From an optimization exercise on the open Yosys and OpenROAD flow, aimed at small area; shortcuts taken in it are not production practice. Only simulation tests tie the RTL to the original design; equivalence was not proved.

==> flow/design.v, too long to show whole: its modules and the start of the top module <==
// module select_unit: 25 lines
// module add_unit: 19 lines
// module add_unit_by_DSP: 14 lines
// module mult_scaler: 18 lines
// module rect_linear: 18 lines
// module register: 39 lines
// module CLP: 13119 lines
module CLP (
    input  wire                clk,
    input  wire                rst_n,
    input  wire [1199:0]       feature_in,
    input  wire [199:0]        weight_in,
    input  wire [23:0]         weight_scaler,
    input  wire [47:0]         bias_in,
    input  wire [3:0]          ctr,
    input  wire                enable,
    output wire                out_valid,
    output wire [47:0]         feature_out
);
  // ...
==> flow/flow/run.sh <==
#!/bin/bash
# Standard ORFS synthesis, then an inverter clean-up of the gate netlist
# (polfix.py: full adders may be used in flipped polarity), then the
# standard ORFS layout with the ports buffered by the smallest buffer cell.
set -euo pipefail
R=orfs/results/sky130hd/CLP/base
bash standard.sh synth > make_synth.log 2>&1
python3 flow/polfix.py $R/1_2_yosys.v $R/1_2_yosys_polfix.v > polfix.log 2>&1
cp $R/1_2_yosys.v $R/1_2_yosys_orig.v
cp $R/1_2_yosys_polfix.v $R/1_2_yosys.v
touch $R/1_2_yosys.v
bash standard.sh BUFFER_PORTS_ARGS="-buffer_cell sky130_fd_sc_hd__buf_1" finish > make_finish.log 2>&1
==> flow/flow/polfix.py <==
#!/usr/bin/env python3
"""Inverter cleanup for a flat sky130hd gate netlist written by Yosys.

A full adder is self-dual: FA(~a, ~b, ~c) = (~sum, ~cout). Each fa cell may
therefore be implemented in flipped polarity (all inputs and both outputs
complemented) without changing the function. This pass chooses a flip for
every fa cell to minimise the inverters needed, removes all inverters, and
re-inserts one inverter per net that some sink needs in the other polarity.

usage: polfix.py IN.v OUT.v
"""
import re, sys, random

src = open(sys.argv[1]).read()
m = re.search(r'\n(\s*)(sky130_fd_sc_hd__\w+)\s+(\S+)\s*\(', src)
head = src[:m.start() + 1]
body = src[m.start() + 1:]
end = body.rindex('endmodule')
tail = body[end:]
body = body[:end]

cell_re = re.compile(r'\s*(sky130_fd_sc_hd__\w+)\s+(\S+)\s*\((.*?)\);', re.S)
pin_re = re.compile(r'\.(\w+)\(([^()]*)\)')
cells = []
pos = 0
for mm in cell_re.finditer(body):
    assert body[pos:mm.start()].strip() == '', body[pos:mm.start()][:200]
    pos = mm.end()
    pins = [(p, n.strip()) for p, n in pin_re.findall(mm.group(3))]
    cells.append([mm.group(1), mm.group(2), pins])
assert body[pos:].strip() == ''

OUTPINS = {'X', 'Y', 'Q', 'Q_N', 'SUM', 'COUT', 'HI', 'LO'}
isinv = lambda t: re.match(r'sky130_fd_sc_hd__(clk)?inv_\d+$', t) is not None
isfa = lambda t: re.match(r'sky130_fd_sc_hd__fa_\d+$', t) is not None

# output ports are sinks with fixed polarity
outports = set()
for mo in re.finditer(r'^\s*output\s+(\[(\d+):(\d+)\]\s*)?(\S+);', head, re.M):
    if mo.group(1):
        hi, lo = int(mo.group(2)), int(mo.group(3))
        for i in range(min(hi, lo), max(hi, lo) + 1):
            outports.add('%s[%d]' % (mo.group(4), i))
    else:
        outports.add(mo.group(4))

driver = {}
for ci, (t, n, pins) in enumerate(cells):
    for p, net in pins:
        if p in OUTPINS:
            driver[net] = (ci, p)

# inverters to remove: all whose output is not an output port
rem = set()
inv_in = {}
for ci, (t, n, pins) in enumerate(cells):
    if isinv(t):
        d = dict(pins)
        if d['Y'] in outports:
            continue
        rem.add(ci)
        inv_in[d['Y']] = d['A']


def base(net):
    par = 0
    seen = 0
    while net in inv_in:
        net = inv_in[net]
        par ^= 1
        seen += 1
        assert seen < 100
    return net, par


# sinks: (cell index or -1 for port, pin, base net, parity)
sinks = {}
for ci, (t, n, pins) in enumerate(cells):
    if ci in rem:
        continue
    for p, net in pins:
        if p in OUTPINS:
            continue
        if not net or net.startswith("1'") or net.startswith("'"):
            continue
        b, par = base(net)
        sinks.setdefault(b, []).append((ci, p, par))
for net in outports:
    if net in inv_in:
        b, par = base(net)
        sinks.setdefault(b, []).append((-1, net, par))

fas = [ci for ci, c in enumerate(cells) if isfa(c[0])]
flip = {ci: 0 for ci in fas}


def xcell(ci):
    return flip.get(ci, 0)


def netcost(b):
    d = driver.get(b)
    avail = xcell(d[0]) if d else 0
    need = set()
    for ci, p, par in sinks.get(b, []):
        need.add(par ^ (xcell(ci) if ci >= 0 else 0) ^ avail)
    return 1 if 1 in need else 0


# nets touched by each fa
touch = {}
for ci in fas:
    nets = set()
    for p, net in cells[ci][2]:
        if p in OUTPINS:
            nets.add(net)
        else:
            nets.add(base(net)[0])
    touch[ci] = nets

allnets = set(sinks)
before = sum(netcost(b) for b in allnets)

# simulated annealing over the flips, starting from no flips
import math
rng = random.Random(1)
cur = before
best = cur
bestflip = dict(flip)
N = len(fas)
steps = 400 * N
T0, T1 = 1.5, 0.02
for st in range(steps):
    T = T0 * (T1 / T0) ** (st / steps)
    ci = fas[rng.randrange(N)]
    c0 = sum(netcost(b) for b in touch[ci])
    flip[ci] ^= 1
    c1 = sum(netcost(b) for b in touch[ci])
    dlt = c1 - c0
    if dlt <= 0 or rng.random() < math.exp(-dlt / T):
        cur += dlt
        if cur < best:
            best = cur
            bestflip = dict(flip)
    else:
        flip[ci] ^= 1
flip = bestflip
after = sum(netcost(b) for b in allnets)

# rebuild
esc = lambda n: n + ' ' if n.startswith('\\') else n
invnet = {}
newcells = []
for b in sorted(allnets):
    if netcost(b):
        nn = 'pfx_inv_' + re.sub(r'\W', '_', b)
        invnet[b] = nn
for ci, (t, n, pins) in enumerate(cells):
    if ci in rem:
        continue
    newpins = []
    for p, net in pins:
        if p in OUTPINS or not net or net.startswith("1'") or net.startswith("'"):
            newpins.append((p, net))
            continue
        b, par = base(net)
        d = driver.get(b)
        avail = xcell(d[0]) if d else 0
        needinv = par ^ xcell(ci) ^ avail
        newpins.append((p, invnet[b] if needinv else b))
    cells[ci][2] = newpins
# output ports driven through removed inverters: none (kept)
out = [head]
for b, nn in invnet.items():
    out.append('  wire %s;\n' % nn)
k = 0
for ci, (t, n, pins) in enumerate(cells):
    if ci in rem:
        continue
    out.append('  %s %s (\n%s\n  );\n' % (t, n, ',\n'.join('    .%s(%s)' % (p, esc(q)) for p, q in pins)))
for b, nn in invnet.items():
    k += 1
    out.append('  sky130_fd_sc_hd__inv_1 pfx_inv_%d (\n    .A(%s),\n    .Y(%s)\n  );\n' % (k, esc(b), nn))
out.append(tail)
open(sys.argv[2], 'w').write(''.join(out))
sys.stderr.write('polfix: %d fa, %d inverters removed, %d before-model, %d inserted, %d flipped\n'
                 % (len(fas), len(rem), before, len(invnet), sum(flip.values())))
==> flow/standard.sh <==
#!/bin/bash
# synth_recipe.tcl (not shown) runs the flow's synth.tcl, then flattens the netlist and writes it again
# the make line also repeats each setting of config.mk as NAME=value (left out here)
make -C /OpenROAD-flow-scripts/flow DESIGN_CONFIG=/design/flow/config.mk WORK_HOME=/design/flow/orfs CLKGATE_MAP_FILE= SYNTH_SCRIPT=/design/flow/synth_recipe.tcl "${@:-finish}"
==> flow/config.mk <==
export PLATFORM = sky130hd
export DESIGN_NAME = CLP
export DESIGN_NICKNAME = CLP
export VERILOG_FILES = /design/flow/design.v
export SDC_FILE = /design/flow/constraint.sdc
export NUM_CORES = 4
export LEC_CHECK = 0
export ABC_AREA = 1
export CAP_MARGIN = 10
export CORE_MARGIN = 2
export CORE_UTILIZATION = 40
export SLEW_MARGIN = 10
==> flow/constraint.sdc <==
create_clock -name core_clock -period 10.0 [get_ports {clk}]
set_input_delay 2.0000 -clock core_clock [delete_from_list [all_inputs] [get_ports {clk}]]
set_output_delay 2.0000 -clock core_clock [all_outputs]
set_load 0.01 [all_outputs]
==> summary.txt, run 1 <==
STA
  – Fin crit period: around 10 ns
  – Worst slew margin: 0.127
  – Final setup viols: 0
  – Min Hold Slack: 1.36 ns
  – Worst-Margin Slew: between 1 and 1.5 ns

Layout
  – Most common cell after layout, fill and taps aside: nand2_1
  – Post-layout util: 0.459
  – Flip-flop and latch count: between 70 and 80
  – P&R area growth vs syn: 14.6%
  – Most frequent cells in the layout: nand2_1, fa_1, o21ai_0

Detailed routing
  – WL met2: 295,000 um
  – Met3 WL: around 100,000 um
  – WL final: 724,000 um
  – Drt initial violations: roughly 16,000
  – DR top layer: met5
  – Routed via count: ~110k
  – DRC viols: 0

Global routing
  – Most Used Layer, Global Route: met2
  – Grt met3 use: 0.250
  – All-layer global routing usage: 0.564
  – Initial antenna violation count: approximately 500
  – First-pass GRT wire length: between 900,000 and 1,000,000 um

Worst setup path
  – Crit path kind: reg -> out
  – Worst Path Required: roughly 8.0 ns
  – Crit path capture: feature_out[28]
  – Worst EP arrival: around 7.9 ns

Placed design
  – Final GP Congestion: about 1.2
  – Dpl cells: around 17,000

Clocking
  – Clock root cell: clkbuf_16

Synthesis
  – Syn avg cell area: around 8.3 um^2
  – Cell area after synthesis: between 90,000 and 100,000 um^2
  – Mapped Nets: approximately 16,000

Die
  – Tap cells: about 3,300
  – Core footprint: 248,000 um^2
  – Initial Utilization: 0.401

Run status
  – Status: complete, no violations
==> inputs of run 2 (changes only) <==
--- a/flow/design.v
+++ b/flow/design.v
@@ -13245,15 +13245,26 @@
   wire w9240 = w9208 & w9194;
   wire w9241 = w9209 | (w9210 & w9193);
   wire w9242 = w9210 & w9194;
   wire w9243 = w9077 | (w9078 & w9241);
   wire w9244 = w9078 & w9242;
   wire w9245 = w9113 | (w9114 & w9241);
   wire w9246 = w9114 & w9242;
   wire [33:0] prod1 = {w9080 ^ w9243, w9078 ^ w9241, w9076 ^ w9239, w9074 ^ w9237, w9072 ^ w9235, w9070 ^ w9233, w9068 ^ w9231, w9066 ^ w9229, w9064 ^ w9227, w9062 ^ w9225, w9060 ^ w9223, w9058 ^ w9221, w9056 ^ w9219, w9054 ^ w9217, w9052 ^ w9215, w9050 ^ w9213, w9048 ^ w9211, w9046 ^ w9193, w9044 ^ w9191, w9042 ^ w9189, w9040 ^ w9187, w9038 ^ w9185, w9036 ^ w9183, w9034 ^ w9181, w9032 ^ w9179, w9030 ^ w9153, w9028 ^ w9151, w9026 ^ w9149, w9024 ^ w9147, w9022 ^ w9117, w9020 ^ w9115, w9018 ^ w9081, w9016 ^ w9013, w9014};
+  reg [23:0] pr0, pr1;
+  reg        vld2;
+  always @(posedge clk) begin
+    pr0 <= prod0[33:10];
+    pr1 <= prod1[33:10];
+  end
+  always @(posedge clk or negedge rst_n)
+    if (!rst_n) vld2 <= 1'b0;
+    else        vld2 <= vld;
   wire md_lin  = (ctr == 4'b0111);
   wire md_relu = (ctr == 4'b1000);
-  wire keep0 = md_lin | (md_relu & ~prod0[33]);
-  wire keep1 = md_lin | (md_relu & ~prod1[33]);
-  assign feature_out = {prod1[33:10] & {24{keep1}}, prod0[33:10] & {24{keep0}}};
-  assign out_valid = vld & (md_lin | md_relu);
+  wire [23:0] r0 = pr0;
+  wire [23:0] r1 = pr1;
+  wire keep0 = md_lin | (md_relu & ~r0[23]);
+  wire keep1 = md_lin | (md_relu & ~r1[23]);
+  assign feature_out = {r1 & {24{keep1}}, r0 & {24{keep0}}};
+  assign out_valid = vld2 & (md_lin | md_relu);
 endmodule
==> flow/flow/run.sh (replaced) <==
#!/bin/bash
set -euo pipefail
R=orfs/results/sky130hd/CLP/base
bash standard.sh synth > make_synth.log 2>&1
python3 flow/polfix.py $R/1_2_yosys.v $R/1_2_yosys_polfix.v > polfix.log 2>&1
cp $R/1_2_yosys.v $R/1_2_yosys_orig.v
cp $R/1_2_yosys_polfix.v $R/1_2_yosys.v
touch $R/1_2_yosys.v
bash standard.sh BUFFER_PORTS_ARGS="-buffer_cell sky130_fd_sc_hd__buf_1" finish > make_finish.log 2>&1
--- a/flow/flow/polfix.py
+++ b/flow/flow/polfix.py
@@ -26,16 +26,60 @@
 for mm in cell_re.finditer(body):
     assert body[pos:mm.start()].strip() == '', body[pos:mm.start()][:200]
     pos = mm.end()
     pins = [(p, n.strip()) for p, n in pin_re.findall(mm.group(3))]
     cells.append([mm.group(1), mm.group(2), pins])
 assert body[pos:].strip() == ''
 
 OUTPINS = {'X', 'Y', 'Q', 'Q_N', 'SUM', 'COUT', 'HI', 'LO'}
+
+# select rewrite: t = o21ai(A1=f, A2=y, B1=nand2(f, x)) = f ? x : ~y
+# becomes ~t = o22ai(~f, x, f, ~y) (consensus form); the inverters added here
+# are folded by the polarity pass below.
+if '--noselect' not in sys.argv:
+    drv0 = {}
+    use0 = {}
+    for ci, (t, n, pins) in enumerate(cells):
+        for p, net in pins:
+            if p in ('X', 'Y', 'Q', 'Q_N', 'SUM', 'COUT', 'HI', 'LO'):
+                drv0[net] = ci
+            else:
+                use0[net] = use0.get(net, 0) + 1
+    dead = set()
+    extra = []
+    nsel = 0
+    for ci, (t, n, pins) in enumerate(cells):
+        if not re.match(r'sky130_fd_sc_hd__o21ai_[01]$', t):
+            continue
+        d = dict(pins)
+        nb = d['B1']
+        ni = drv0.get(nb)
+        if ni is None or ni in dead or use0.get(nb) != 1:
+            continue
+        if not re.match(r'sky130_fd_sc_hd__nand2_1$', cells[ni][0]):
+            continue
+        dn = dict(cells[ni][2])
+        common = {dn['A'], dn['B']} & {d['A1'], d['A2']}
+        if len(common) != 1:
+            continue
+        f = common.pop()
+        x = dn['B'] if dn['A'] == f else dn['A']
+        y = d['A2'] if d['A1'] == f else d['A1']
+        nsel += 1
+        tag = 'pfs%d' % nsel
+        fn, yn, tn = tag + '_fn', tag + '_yn', tag + '_tn'
+        cells[ci] = ['sky130_fd_sc_hd__o22ai_1', n,
+                     [('A1', fn), ('A2', x), ('B1', f), ('B2', yn), ('Y', tn)]]
+        extra.append(['sky130_fd_sc_hd__inv_1', tag + '_i1', [('A', f), ('Y', fn)]])
+        extra.append(['sky130_fd_sc_hd__inv_1', tag + '_i2', [('A', y), ('Y', yn)]])
+        extra.append(['sky130_fd_sc_hd__inv_1', tag + '_i3', [('A', tn), ('Y', d['Y'])]])
+        dead.add(ni)
+    cells = [c for i, c in enumerate(cells) if i not in dead] + extra
+    sys.stderr.write('polfix: %d selects rewritten\n' % nsel)
 isinv = lambda t: re.match(r'sky130_fd_sc_hd__(clk)?inv_\d+$', t) is not None
 isfa = lambda t: re.match(r'sky130_fd_sc_hd__fa_\d+$', t) is not None
 
 # output ports are sinks with fixed polarity
 outports = set()
 for mo in re.finditer(r'^\s*output\s+(\[(\d+):(\d+)\]\s*)?(\S+);', head, re.M):
     if mo.group(1):
         hi, lo = int(mo.group(2)), int(mo.group(3))
@@ -45,34 +89,47 @@
         outports.add(mo.group(4))
 
 driver = {}
 for ci, (t, n, pins) in enumerate(cells):
     for p, net in pins:
         if p in OUTPINS:
             driver[net] = (ci, p)
 
-# inverters to remove: all whose output is not an output port
+# buffers are dropped (the placer removes them anyway); inverters are
+# removed unless they drive an output port
+isbuf = lambda t: re.match(r'sky130_fd_sc_hd__(clk)?buf_\d+$', t) is not None
+bufsrc = {}
+for ci, (t, n, pins) in enumerate(cells):
+    if isbuf(t):
+        d = dict(pins)
+        if d['X'] not in outports:
+            bufsrc[d['X']] = d['A']
 rem = set()
 inv_in = {}
 for ci, (t, n, pins) in enumerate(cells):
+    if isbuf(t) and dict(pins)['X'] in bufsrc:
+        rem.add(ci)
     if isinv(t):
         d = dict(pins)
         if d['Y'] in outports:
             continue
         rem.add(ci)
         inv_in[d['Y']] = d['A']
 
 
 def base(net):
     par = 0
     seen = 0
-    while net in inv_in:
-        net = inv_in[net]
-        par ^= 1
+    while net in inv_in or net in bufsrc:
+        if net in bufsrc:
+            net = bufsrc[net]
+        else:
+            net = inv_in[net]
+            par ^= 1
         seen += 1
         assert seen < 100
     return net, par
 
 
 # sinks: (cell index or -1 for port, pin, base net, parity)
 sinks = {}
 for ci, (t, n, pins) in enumerate(cells):
@@ -164,24 +221,52 @@
             newpins.append((p, net))
             continue
         b, par = base(net)
         d = driver.get(b)
         avail = xcell(d[0]) if d else 0
         needinv = par ^ xcell(ci) ^ avail
         newpins.append((p, invnet[b] if needinv else b))
     cells[ci][2] = newpins
+# drivers of high-fanout nets get a stronger cell of the same function
+if '--upsize' in sys.argv:
+    libcells = set(re.findall(r'cell \("?(sky130_fd_sc_hd__\w+)"?\)', open(
+        '/OpenROAD-flow-scripts/flow/platforms/sky130hd/lib/sky130_fd_sc_hd__tt_025C_1v80.lib').read()))
+    fo = {}
+    for ci, (t, n, pins) in enumerate(cells):
+        if ci in rem:
+            continue
+        for p, net in pins:
+            if p not in OUTPINS:
+                fo[net] = fo.get(net, 0) + 1
+    for b, nn in invnet.items():
+        pass
+    nup = 0
+    for ci, (t, n, pins) in enumerate(cells):
+        if ci in rem or isfa(t) or 'df' in t:
+            continue
+        outs = [net for p, net in pins if p in OUTPINS]
+        if len(outs) != 1 or fo.get(outs[0], 0) < 16:
+            continue
+        mm = re.match(r'(sky130_fd_sc_hd__\w+)_(\d+)$', t)
+        for sz in ('4', '2'):
+            if mm.group(1) + '_' + sz in libcells:
+                cells[ci][0] = mm.group(1) + '_' + sz
+                nup += 1
+                break
+    sys.stderr.write('polfix: %d drivers upsized\n' % nup)
 # output ports driven through removed inverters: none (kept)
 out = [head]
 for b, nn in invnet.items():
     out.append('  wire %s;\n' % nn)
 k = 0
 for ci, (t, n, pins) in enumerate(cells):
     if ci in rem:
         continue
     out.append('  %s %s (\n%s\n  );\n' % (t, n, ',\n'.join('    .%s(%s)' % (p, esc(q)) for p, q in pins)))
 for b, nn in invnet.items():
     k += 1
-    out.append('  sky130_fd_sc_hd__inv_1 pfx_inv_%d (\n    .A(%s),\n    .Y(%s)\n  );\n' % (k, esc(b), nn))
+    isz = '4' if '--upsize' in sys.argv and fo.get(nn, 0) >= 16 else '1'
+    out.append('  sky130_fd_sc_hd__inv_%s pfx_inv_%d (\n    .A(%s),\n    .Y(%s)\n  );\n' % (isz, k, esc(b), nn))
 out.append(tail)
 open(sys.argv[2], 'w').write(''.join(out))
 sys.stderr.write('polfix: %d fa, %d inverters removed, %d before-model, %d inserted, %d flipped\n'
                  % (len(fas), len(rem), before, len(invnet), sum(flip.values())))
==> flow/config.mk (replaced) <==
export PLATFORM = sky130hd
export DESIGN_NAME = CLP
export DESIGN_NICKNAME = CLP
export VERILOG_FILES = /design/flow/design.v
export SDC_FILE = /design/flow/constraint.sdc
export NUM_CORES = 4
export LEC_CHECK = 0
export ABC_AREA = 1
export CAP_MARGIN = 10
export CORE_MARGIN = 2
export CORE_UTILIZATION = 50
export CTS_BUF_LIST = sky130_fd_sc_hd__clkbuf_4 sky130_fd_sc_hd__clkbuf_8
export SLEW_MARGIN = 10
==> run 2 against run 1 <==
Compared with the run above:
- the run now fails in global routing
- synthesized area fell by 3.2%
- synthesized cell count down 15%
==> summary.txt, run 2 <==
Run status
  – Status: stopped before the end (was complete, no violations)
  – Stop stage: global routing
  – Stop err: [ERROR GRT-0116] Global routing finished with congestion. Check the congestion regions in the DRC Viewer.

Die
  – Chip height: 443 um (was 503 um)
  – Rows: 160 (was 183)
  – Initial Utilization: 0.505 (was 0.401)
  – Die W: 443 um (was 503 um)
  – Io pins: 1,528 (unchanged)

Synthesis
  – Mapped Nets: 14,600 (was 16,400)
  – Cell area after synthesis: 96,200 um^2 (was 99,400 um^2)
  – Syn avg cell area: 9.42 um^2 (was 8.25 um^2)
  – Syn Inst Count: 10,200 (was 12,000)
  – Synth Warn #: 1 (unchanged)

Global routing
  – Largest net degree at the start of global routing: 45

Placed design
  – Dpl hpwl: 597,000 um (was 641,000 um)
  – Final GP Congestion: 1.46 (was 1.17)
  – Placement Setup Slack: 0.330 ns (was 0.250 ns)
  – IO buf count: 1,527 (unchanged)
  – Area after DPL: 109,000 um^2 (was 112,000 um^2)

Clocking
  – Hold-fix buffers at CTS: 0 (unchanged)
  – Longest Clk Path Bufs: 2 (unchanged)
  – Clock root cell: clkbuf_8 (was clkbuf_16)
  – H-tree Lvls: 4 (was 3)
  – Post-cts sizing count: 0 (was 9)
  – CTS buffer count: 17 (was 9)
  – Post-CTS Setup Inserts: 0 (unchanged)
run 2: worst max-delay path by stage:
stage	to	slack, ns
3_5_place_dp	acc1[9]$_DFF_P_	0.33
4_1_cts	acc1[9]$_DFF_P_	0.98
2_1_floorplan	acc1[17]$_DFF_P_	1.53
3_3_place_gp	acc1[16]$_DFF_P_	0.36
run 2: metrics by stage:
step | instances
2_1_floorplan | 10200
3_3_place_gp | 14700
3_5_place_dp | 14700
4_1_cts | 14700
==> inputs of run 3 (changes only) <==
--- a/flow/config.mk
+++ b/flow/config.mk
@@ -11,3 +11,2 @@
 export CORE_UTILIZATION = 50
-export CTS_BUF_LIST = sky130_fd_sc_hd__clkbuf_4 sky130_fd_sc_hd__clkbuf_8
 export SLEW_MARGIN = 10
==> run 3 against run 2 <==
Compared with the run above:
- the run again fails in global routing
- synthesized cell count is the same
- synthesized area did not move
==> summary.txt, run 3 <==
Run status
  – Status: stopped before the end (unchanged)
  – Stop stage: global routing (unchanged)
  – Stop err: [ERROR GRT-0116] Global routing finished with congestion. Check the congestion regions in the DRC Viewer. (unchanged)

Synthesis
  – Cell area after synthesis: 96,200 um^2 (unchanged)
  – Syn avg cell area: 9.42 um^2 (unchanged)
  – Mapped Nets: 14,600 (unchanged)
  – Syn Inst Count: 10,200 (unchanged)
  – Synth Warn #: 1 (unchanged)

Die
  – Io pins: 1,528 (unchanged)
  – Die W: 443 um (unchanged)
  – Initial Utilization: 0.505 (unchanged)
  – Chip height: 443 um (unchanged)
  – Rows: 160 (unchanged)

Clocking
  – Longest Clk Path Bufs: 2 (unchanged)
  – Clock root cell: clkbuf_16 (was clkbuf_8)
  – CTS buffer count: 17 (unchanged)
  – Post-cts sizing count: 0 (unchanged)
  – H-tree Lvls: 4 (unchanged)
  – Hold-fix buffers at CTS: 0 (unchanged)
  – Post-CTS Setup Inserts: 0 (unchanged)

Global routing
  – Largest net degree at the start of global routing: 45

Placed design
  – IO buf count: 1,527 (unchanged)
  – Dpl hpwl: 597,000 um (unchanged)
  – Final GP Congestion: 1.46 (unchanged)
  – Area after DPL: 109,000 um^2 (unchanged)
run 3: per-stage QoR:
step | hold slack [ns] | setup slack (ns) | instances
after floorplan | 0.331 | 1.53 | 10200
after global placement | 0.346 | 0.357 | 14700
after detailed placement | 0.338 | 0.330 | 14700
after CTS | 0.362 | 0.861 | 14700
run 3: worst max path at each step:
| stage | endpoint | start | slack [ns] | cells past startpoint |
|---|---|---|---|---|
| 2_1_floorplan | acc1[17]$_DFF_P_ | weight_in[144] | 1.53 | 23 |
| 3_3_place_gp | acc1[16]$_DFF_P_ | weight_in[118] | 0.36 | 27 |
| 3_5_place_dp | acc1[9]$_DFF_P_ | weight_in[104] | 0.33 | 23 |
| 4_1_cts | acc1[9]$_DFF_P_ | weight_in[104] | 0.86 | 23 |
==> inputs of run 4 (changes only) <==
--- a/flow/config.mk
+++ b/flow/config.mk
@@ -10,3 +10,3 @@
 export CORE_MARGIN = 2
-export CORE_UTILIZATION = 50
+export CORE_UTILIZATION = 40
 export SLEW_MARGIN = 10
==> run 4 against run 3 <==
Compared with the run above:
- the layout now fails its checks (max-capacitance violations, max-slew violations)
- synthesized cell count unchanged
- synthesized area unchanged
==> summary.txt, run 4 <==
Run status
  – Status: finished with violations (was stopped before the end)
  – SO Faults: max-capacitance violations, max-slew violations

Worst setup path
  – Critical Path Slowest Stage Cell: fa_1
  – Crit path kind: in -> reg
  – Most common cell on crit path: fa_1
  – Worst Path Required: between 10 and 15 ns
  – Cells along the critical path: buf_1 -> nand2_1 -> buf_4 -> o22ai_1 -> fa_1 -> fa_1 -> fa_1 -> fa_1 -> fa_1 -> fa_1 -> fa_1 -> fa_1 -> ha_1 -> a21oi_1 -> o21ai_0 -> buf_4 -> nand2_1 -> nand3_1 -> fa_1 -> inv_1 -> xor2_1
  – Worst setup EP type: register
  – Setup crit start kind: input pin
  – Crit-path max cell delay: roughly 1.4 ns
  – Critical Path Fanout Max: 19
  – Worst EP arrival: between 10 and 15 ns

Global routing
  – Grt ovf: 0
  – Largest net degree at the start of global routing: between 40 and 50
  – First-pass GRT wire length: 1,050,000 um
  – All-layer global routing usage: 0.657
  – Initial antenna violation count: approximately 520
  – Vias in the first global route: about 110k

Die
  – Rows: 180 (was 160)
  – Core footprint: 240,000 um^2
  – Io pins: 1,528 (unchanged)
  – Initial Utilization: 0.401 (was 0.505)
  – Die W: 494 um (was 443 um)
  – DIE AREA: ~240,000 um^2
  – Chip height: 494 um (was 443 um)

STA
  – Worst-Margin Slew: 1.54 ns
  – Upper clock frequency limit: roughly 0.10 GHz
  – Fin crit period: between 9 and 10 ns
  – Min Hold Slack: between 0.3 and 0.4 ns
  – Final worst slack: 0.312 ns
  – Unrepaired setup endpoints after global routing: no
  – Final hold vios: 0
  – Setup total negative slack: 0 ns
  – Worst slew margin: -0.0283
  – Final setup viols: 0
  – Final setup skew: 0.0163 ns
  – Final slew viol count: 5
  – Final period util: 0.969

Detailed routing
  – Drt initial violations: 25,400
  – DRC viols: 0
  – Wire length per cell: 51.3 um
  – Post-route antenna net violation count: 0
  – DRT Pass-1 Iters: 17
  – DR vias/cell: between 7 and 8
  – Routed via count: between 100k and 150k
  – WL final: 817,000 um

Layout
  – Most frequent cells in the layout: o22ai_1, fa_1, inv_1
  – Layout cells sized above 1: 0.0520
  – Most common cell after layout, fill and taps aside: o22ai_1
  – P&R area growth vs syn: 16.8%
  – Nets: approximately 17,000
  – Post-layout util: 0.469
  – # fillers: ~23,000

Synthesis
  – Synth Warn #: 1 (unchanged)
  – Syn avg cell area: 9.42 um^2 (unchanged)
  – Cell area after synthesis: 96,200 um^2 (unchanged)
  – Syn Inst Count: 10,200 (unchanged)
  – Mapped Nets: 14,600 (unchanged)

Clocking
  – Longest Clk Path Bufs: 2 (unchanged)
  – Worst-Skew Late Latency: roughly 0.56 ns
  – CTS buffer count: 17 (unchanged)
  – Clk pin slew, worst setup/hold paths: ~0.070 ns
  – Clock root cell: clkbuf_16 (unchanged)
  – H-tree Lvls: 4 (unchanged)
  – CTS tree: yes
  – Clock sinks: about 120
  – Post-CTS Setup Inserts: 0 (unchanged)

Placed design
  – Placement Setup Slack: 0.212 ns (was 0.330 ns)
  – Dpl hpwl: 673,000 um (was 597,000 um)
  – Final GP Congestion: 1.20 (was 1.46)
  – IO buf count: 1,527 (unchanged)

Flow run
  – Max capacitance violation total: 2

Worst hold path
  – Hold WC Path Type: reg -> reg
-- run 4: cell type report --
class                   count  area [um^2]  share of cell area
clock inverters            12          140             0.00125
inverters                2262         8490              0.0756
repair buffers           1968        10000              0.0894
flip-flops and latches    122         2460              0.0219
well taps                3185         3990              0.0355
clock buffers              20          447             0.00397
diodes                    526         1320              0.0117
multi-input cells        7831        85500               0.761
-- run 4: stage by stage --
| stage | instance area (um^2) | cells |
|---|---|---|
| after floorplan | 96200 | 10200 |
| after global placement | 110000 | 15400 |
| after detailed placement | 110000 | 15400 |
| after CTS | 111000 | 15400 |
| after global routing | 112000 | 15700 |
| final | 112000 | 15900 |
-- run 4: path summary, 6_finish.rpt --
check	cells past startpoint	slack (ns)	to	startpoint
setup / recovery	21	0.31	acc0[17]$_DFF_P_	weight_in[92]
hold / removal	0	0.37	vld2$_DFF_PN0_	vld$_DFF_PN0_
setup reg to reg	32	0.64	pr0[23]$_DFF_P_	sc[3]$_DFF_P_
hold reg to reg	0	0.37	vld2$_DFF_PN0_	vld$_DFF_PN0_
max in group asynchronous	1	8.65	vld2$_DFF_PN0_	rst_n
min in group asynchronous	1	1.22	vld$_DFF_PN0_	rst_n
-- run 4: what timing repair did --
action                     4_1_cts  5_1_grt
setup endpoints to repair        0        1
resized for setup                0        1
hold buffers                     0        0
hold endpoints to repair         0        0
-- run 4: per-layer routing --
metal  wire (um)  global-route usage  vias up
met1      235000               0.632    55700
li1            -                   -    39700
met3      140000               0.421     5760
met2      312000               0.867    13900
met5        2410               0.178        -
met4      127000               0.762      128
-- run 4: critical path: cells and delay by family --
family,cells,cell delay (ns)
AOI/OAI and AO/OA,3,0.46
adders and majority gates,10,5.77
xor gates and xnor gates,1,0.13
buffers and inverters,4,0.91
and+or+nand+nor,3,0.80

## what the ideal ports hide
How much do the figures lean on ideal ports? The routed layouts below were timed once more, with nothing changed but the port constraints. Step 1 sets driving cells, clkbuf_16 on the clock port and buf_2 on the other inputs (assumed; they add their load-dependent delay and slew). Step 2 adds t to the input delays and takes it off the output delays; t is the mean of the earliest and latest rising clock arrival at the registers after step 1. Input paths then give back, and output paths get back, about the clock's delay inside the block. Three values: ideal, step 1, step 2; two values: the first two.
| run | shift t [ns] | setup slack, ns | clock arrival spread, ns | worst data-port slew with drivers (ns) |
|---|---|---|---|---|
| run 1 | 0.442 | 0.107 / 0.045 / -0.271 | 0.016 / 0.016 | 0.55 |
| run 4 | 0.638 | 0.312 / 0.379 / -0.259 | 0.016 / 0.016 | 0.80 |
The setup slack of run 4, which loses most, moves by +0.067 ns with the drivers and by -0.571 ns with both steps.
